This design comes from an exercise in tuning for small area and a short achievable clock period on the open sky130 flow, not from production work.
Function was checked by simulation only, so behaviour that the tests miss may differ from the original.
Power figures rest on the tool's default switching activity, not on a simulated workload.

Setup of lagoon:
==> flow/design.v <==
`timescale 1ns / 1ps
module mips(
  input  wire        clk, rst,
  output wire [31:0] pc,
  input  wire [31:0] instrF,
  input  wire [31:0] readdataM,
  output wire        memwriteM,
  output wire [31:0] aluout, writedata
);
  reg  [31:2] P4;            
  reg  [31:0] instrD;        
  reg  [31:2] tgtD;          
  reg  [31:0] postA, postB;  
  reg  [31:0] K;             
  reg  [3:0]  eqAB;          
  reg         fwdAD, fwdBD;  
  reg         fwd1, fwd2;    
  reg  [31:0] pE, gE;
  reg  [31:0] writedataE;
  reg         arithE, orE, sltE, cinE;    
  reg         ltE;           
  reg         regwriteE, memtoregE, memwriteE;
  reg  [4:0]  wrE;
  reg  [31:0] aluoutM, writedataM;
  reg         bubbleE;       
  reg         bubbleM;       
  reg         memwriteM_r, memtoregM, wenM;
  reg  [4:0]  wrM;
  reg  [32*32-1:32] rf;      
  wire [5:0]  opD    = instrD[31:26];
  wire [4:0]  rsD    = instrD[25:21];
  wire [4:0]  rtD    = instrD[20:16];
  wire [4:0]  rdD    = instrD[15:11];
  wire [5:0]  functD = instrD[5:0];
  wire rtypeD  = (opD == 6'b000000);
  wire lwD     = (opD == 6'b100011);
  wire swD     = (opD == 6'b101011);
  wire beqD    = (opD == 6'b000100);
  wire addiD   = (opD == 6'b001000);
  wire jD      = (opD == 6'b000010);
  wire f_add = (functD == 6'b100000);
  wire f_sub = (functD == 6'b100010);
  wire f_or  = (functD == 6'b100101);
  wire f_slt = (functD == 6'b101010);
  wire regwriteD = rtypeD | lwD | addiD;
  wire alusrcD   = lwD | swD | addiD;
  wire [4:0] wrD = rtypeD ? rdD : rtD;
  wire sltD   = rtypeD & f_slt;
  wire orD    = rtypeD & f_or;
  wire arithD = ~rtypeD | f_add | f_sub;
  wire cinD   = beqD | (rtypeD & (f_sub | f_slt));
  wire [31:0] signimmD = {{16{instrD[15]}}, instrD[15:0]};
  wire [31:0] sumE = pE + {gE[30:0], cinE};
  wire [31:0] logicE = orE  ? (pE | gE) :
                       sltE ? {31'b0, ltE} :
                              gE;
  wire [31:0] aluoutE = arithE ? sumE : logicE;
  wire [31:0] xe = pE ^ K;
  wire [31:0] ge = gE | (pE & ~K);
  wire [31:0] eqbit = arithE ? ~(xe ^ {ge[30:0], cinE}) : ~(logicE ^ K);
  wire eqK = &eqbit;
  wire zero_pre = fwd1 ? eqK : (fwd2 | (&eqAB));
  wire pcsrcD = beqD & zero_pre;
  wire [31:2] jumpD = {P4[31:28], instrD[25:0]};
  wire [31:2] seqD = jD ? jumpD : P4;
  wire [31:2] Pk = pcsrcD ? (tgtD & {30{~rst}}) : (seqD & {30{~rst}});
  assign pc = {Pk, 2'b00};
  wire [31:0] cmpA = fwdAD ? aluoutE : postA;
  wire [31:0] cmpB = fwdBD ? aluoutE : postB;
  wire zero_post = (cmpA == cmpB);
  wire lwstall = memtoregE & ((wrE == rtD) | (wrE == rsD));
  wire bstall  = (regwriteE & (wrE == rsD)) | (wrE == rtD) |
                 (memtoregM & (wrM == rsD)) | (wrM == rtD);
  wire stall = beqD & zero_post & (lwstall | bstall);
  wire [31:0] resultM = memtoregM ? readdataM : aluoutM;
  wire fwdMA = wenM & (wrM == rsD);
  wire fwdMB = wenM & (wrM == rtD);
  wire [31:0] srcA_n = fwdAD ? aluoutE : fwdMA ? resultM : postA;
  wire [31:0] srcW_n = fwdBD ? aluoutE : fwdMB ? resultM : postB;
  wire [31:0] srcB_n = alusrcD ? signimmD : (cinD ? ~srcW_n : srcW_n);
  wire [4:0] rsF = instrF[25:21] & {5{~rst}};
  wire [4:0] rtF = instrF[20:16] & {5{~rst}};
  reg  [31:0] rdAF, rdBF;
  integer i;
  always @* begin
    rdAF = 32'b0;
    rdBF = 32'b0;
    for (i = 1; i < 32; i = i + 1) begin
      rdAF = rdAF | ({32{rsF == i[4:0]}} & rf[32*i +: 32]);
      rdBF = rdBF | ({32{rtF == i[4:0]}} & rf[32*i +: 32]);
    end
  end
  wire wenD = regwriteD & (wrD != 5'd0);
  wire hold = stall & ~rst;
  wire [4:0] rsN = hold ? rsD : rsF;
  wire [4:0] rtN = hold ? rtD : rtF;
  wire [31:0] preA_n = hold ? postA : rdAF;
  wire [31:0] preB_n = hold ? postB : rdBF;
  wire hitA_n = wenM & ~rst & (wrM == rsN);
  wire hitB_n = wenM & ~rst & (wrM == rtN);
  wire fwdAD_n = ~rst & ~stall & wenD & (instrF[25:21] == wrD);
  wire fwdBD_n = ~rst & ~stall & wenD & (instrF[20:16] == wrD);
  always @(posedge clk) begin
    P4 <= Pk + 30'd1;
    if (!stall) tgtD <= Pk + {{14{instrF[15]}}, instrF[15:0]};
    postA <= hitA_n ? resultM : preA_n;
    postB <= hitB_n ? resultM : preB_n;
    K <= fwdAD_n ? preB_n : preA_n;
    eqAB <= {preA_n[31:24] == preB_n[31:24], preA_n[23:16] == preB_n[23:16],
             preA_n[15:8] == preB_n[15:8], preA_n[7:0] == preB_n[7:0]};
    fwdAD <= fwdAD_n;
    fwdBD <= fwdBD_n;
    fwd1 <= fwdAD_n ^ fwdBD_n;
    fwd2 <= fwdAD_n & fwdBD_n;
    if (rst) {instrD[31:11], instrD[5:0]} <= 27'b0;
    else if (!stall) {instrD[31:11], instrD[5:0]} <= {instrF[31:11], instrF[5:0]};
    if (!stall) instrD[10:6] <= instrF[10:6];
    writedataE <= srcW_n;
    pE <= srcA_n ^ srcB_n;
    gE <= srcA_n & srcB_n;
    ltE <= srcA_n < srcW_n;
    arithE <= arithD; orE <= orD; sltE <= sltD; cinE <= cinD;
    bubbleE <= rst | stall;
    if (rst | stall) begin
      regwriteE <= 1'b0; memtoregE <= 1'b0; memwriteE <= 1'b0;
      wrE <= 5'b0;
    end else begin
      regwriteE <= regwriteD; memtoregE <= lwD; memwriteE <= swD;
      wrE <= wrD;
    end
    writedataM <= writedataE;
    aluoutM <= aluoutE;
    bubbleM <= rst | bubbleE;
    if (rst) begin
      memwriteM_r <= 1'b0; memtoregM <= 1'b0; wenM <= 1'b0;
      wrM <= 5'b0;
    end else begin
      memwriteM_r <= memwriteE; memtoregM <= memtoregE;
      wenM <= regwriteE & (wrE != 5'd0);
      wrM <= wrE;
    end
  end
  genvar g;
  generate
    for (g = 1; g < 32; g = g + 1) begin : rfw
      always @(posedge clk)
        if (~rst & wenM & (wrM == g)) rf[32*g +: 32] <= resultM;
    end
  endgenerate
  assign memwriteM = memwriteM_r;
  assign aluout = aluoutM & {32{~bubbleM}};
  assign writedata = writedataM;
endmodule
export LEC_CHECK = 0
export CAP_MARGIN = 20
export CORE_MARGIN = 2
export CORE_UTILIZATION = 60
export CTS_CLUSTER_DIAMETER = 60
export CTS_CLUSTER_SIZE = 30
export SLEW_MARGIN = 20
create_clock -name core_clock -period 16.0 [get_ports {clk}]
standard.sh (not shown) runs the stock make flow with config.mk's settings and CLKGATE_MAP_FILE= SYNTH_SCRIPT=/design/flow/synth_recipe.tcl, a recipe that flattens the netlist after the stock synthesis.
==> flow/flow/run.sh <==
#!/bin/bash
# Standard ORFS layout (the standard.sh, unchanged synthesis) with two
# changes to how the layout is made:
#  - repair_timing is asked for a larger setup margin, so that it keeps
#    improving the paths to the pc outputs once the 16 ns constraint is met;
#  - the port buffers are buf_2 cells instead of the default delay buffers
#    (every port still gets its buffer; repair_timing resizes them as needed).
set -euo pipefail
bash standard.sh SETUP_SLACK_MARGIN=9 "BUFFER_PORTS_ARGS=-buffer_cell sky130_fd_sc_hd__buf_2" finish > make_finish.log 2>&1
lagoon ended with every stage complete and zero timing, DRC or antenna violations.
For harbor, these inputs were changed with respect to lagoon:
--- a/flow/design.v
+++ b/flow/design.v
@@ -22,8 +22,7 @@
   reg         regwriteE, memtoregE, memwriteE;
   reg  [4:0]  wrE;
   reg  [31:0] aluoutM, writedataM;
-  reg         bubbleE;       
-  reg         bubbleM;       
+  reg         rstM;          
   reg         memwriteM_r, memtoregM, wenM;
   reg  [4:0]  wrM;
   reg  [32*32-1:32] rf;      
@@ -116,21 +115,24 @@
     else if (!stall) {instrD[31:11], instrD[5:0]} <= {instrF[31:11], instrF[5:0]};
     if (!stall) instrD[10:6] <= instrF[10:6];
     writedataE <= srcW_n;
-    pE <= srcA_n ^ srcB_n;
-    gE <= srcA_n & srcB_n;
-    ltE <= srcA_n < srcW_n;
-    arithE <= arithD; orE <= orD; sltE <= sltD; cinE <= cinD;
-    bubbleE <= rst | stall;
     if (rst | stall) begin
+      pE <= 32'b0;
+      gE <= 32'b0;
+      ltE <= 1'b0;
+      arithE <= 1'b0; orE <= 1'b0; sltE <= 1'b0; cinE <= 1'b0;
       regwriteE <= 1'b0; memtoregE <= 1'b0; memwriteE <= 1'b0;
       wrE <= 5'b0;
     end else begin
+      pE <= srcA_n ^ srcB_n;
+      gE <= srcA_n & srcB_n;
+      ltE <= srcA_n < srcW_n;
+      arithE <= arithD; orE <= orD; sltE <= sltD; cinE <= cinD;
       regwriteE <= regwriteD; memtoregE <= lwD; memwriteE <= swD;
       wrE <= wrD;
     end
     writedataM <= writedataE;
     aluoutM <= aluoutE;
-    bubbleM <= rst | bubbleE;
+    rstM <= rst;
     if (rst) begin
       memwriteM_r <= 1'b0; memtoregM <= 1'b0; wenM <= 1'b0;
       wrM <= 5'b0;
@@ -148,6 +150,6 @@
     end
   endgenerate
   assign memwriteM = memwriteM_r;
-  assign aluout = aluoutM & {32{~bubbleM}};
+  assign aluout = aluoutM & {32{~rstM}};
   assign writedata = writedataM;
 endmodule
==> run summary <==
- Side by side, synthesized cell count turned out higher in harbor than in lagoon.
- Diff lagoon -> harbor | cell area after synthesis | up slightly
- Looking at lagoon and harbor, the number of sinks driven by the clock tree is a wash.
- Post-CTS repair timing setup buffer count ends up higher on harbor.
- Looking at worst setup path endpoint, the pc[2] result is from harbor; the pc[7] one comes from lagoon.
- | via count | harbor vs lagoon | ≈ equal |
- Summary — met1 layer usage reported by global route, harbor relative to lagoon: higher, by 0.83 points.
- harbor: combinational group power lower than lagoon
- Total number of sequential cells across lagoon and harbor: no real change.

==> re-timing with driven ports <==
Ports are ideal in the flow. The routed layouts listed here were re-timed in OpenROAD.
Step 1, drivers: a clkbuf_16 drives clk and a buf_2 each remaining input, both assumed.
Step 2 times the ports against the registers' clock, not the clock port: input delays grow and output delays shrink by t, the midpoint of the rising clock arrivals with the driver on.
a / b / c = ideal ports / drivers / drivers and shift; a / b = the first two.
run | t (ns) | slack for setup (ns) | worst setup path at the end | worst data-port slew with drivers (ns)
lagoon | 0.819 | 8.886 / 8.823 / 8.377 | input to register | 0.08
harbor | 0.819 | 8.873 / 8.774 / 8.135 | input to register | 0.15
After both steps every run listed still meets setup and hold. For harbor, which loses most, drivers alone change the setup slack by -0.099 ns; drivers and shift together by -0.738 ns.
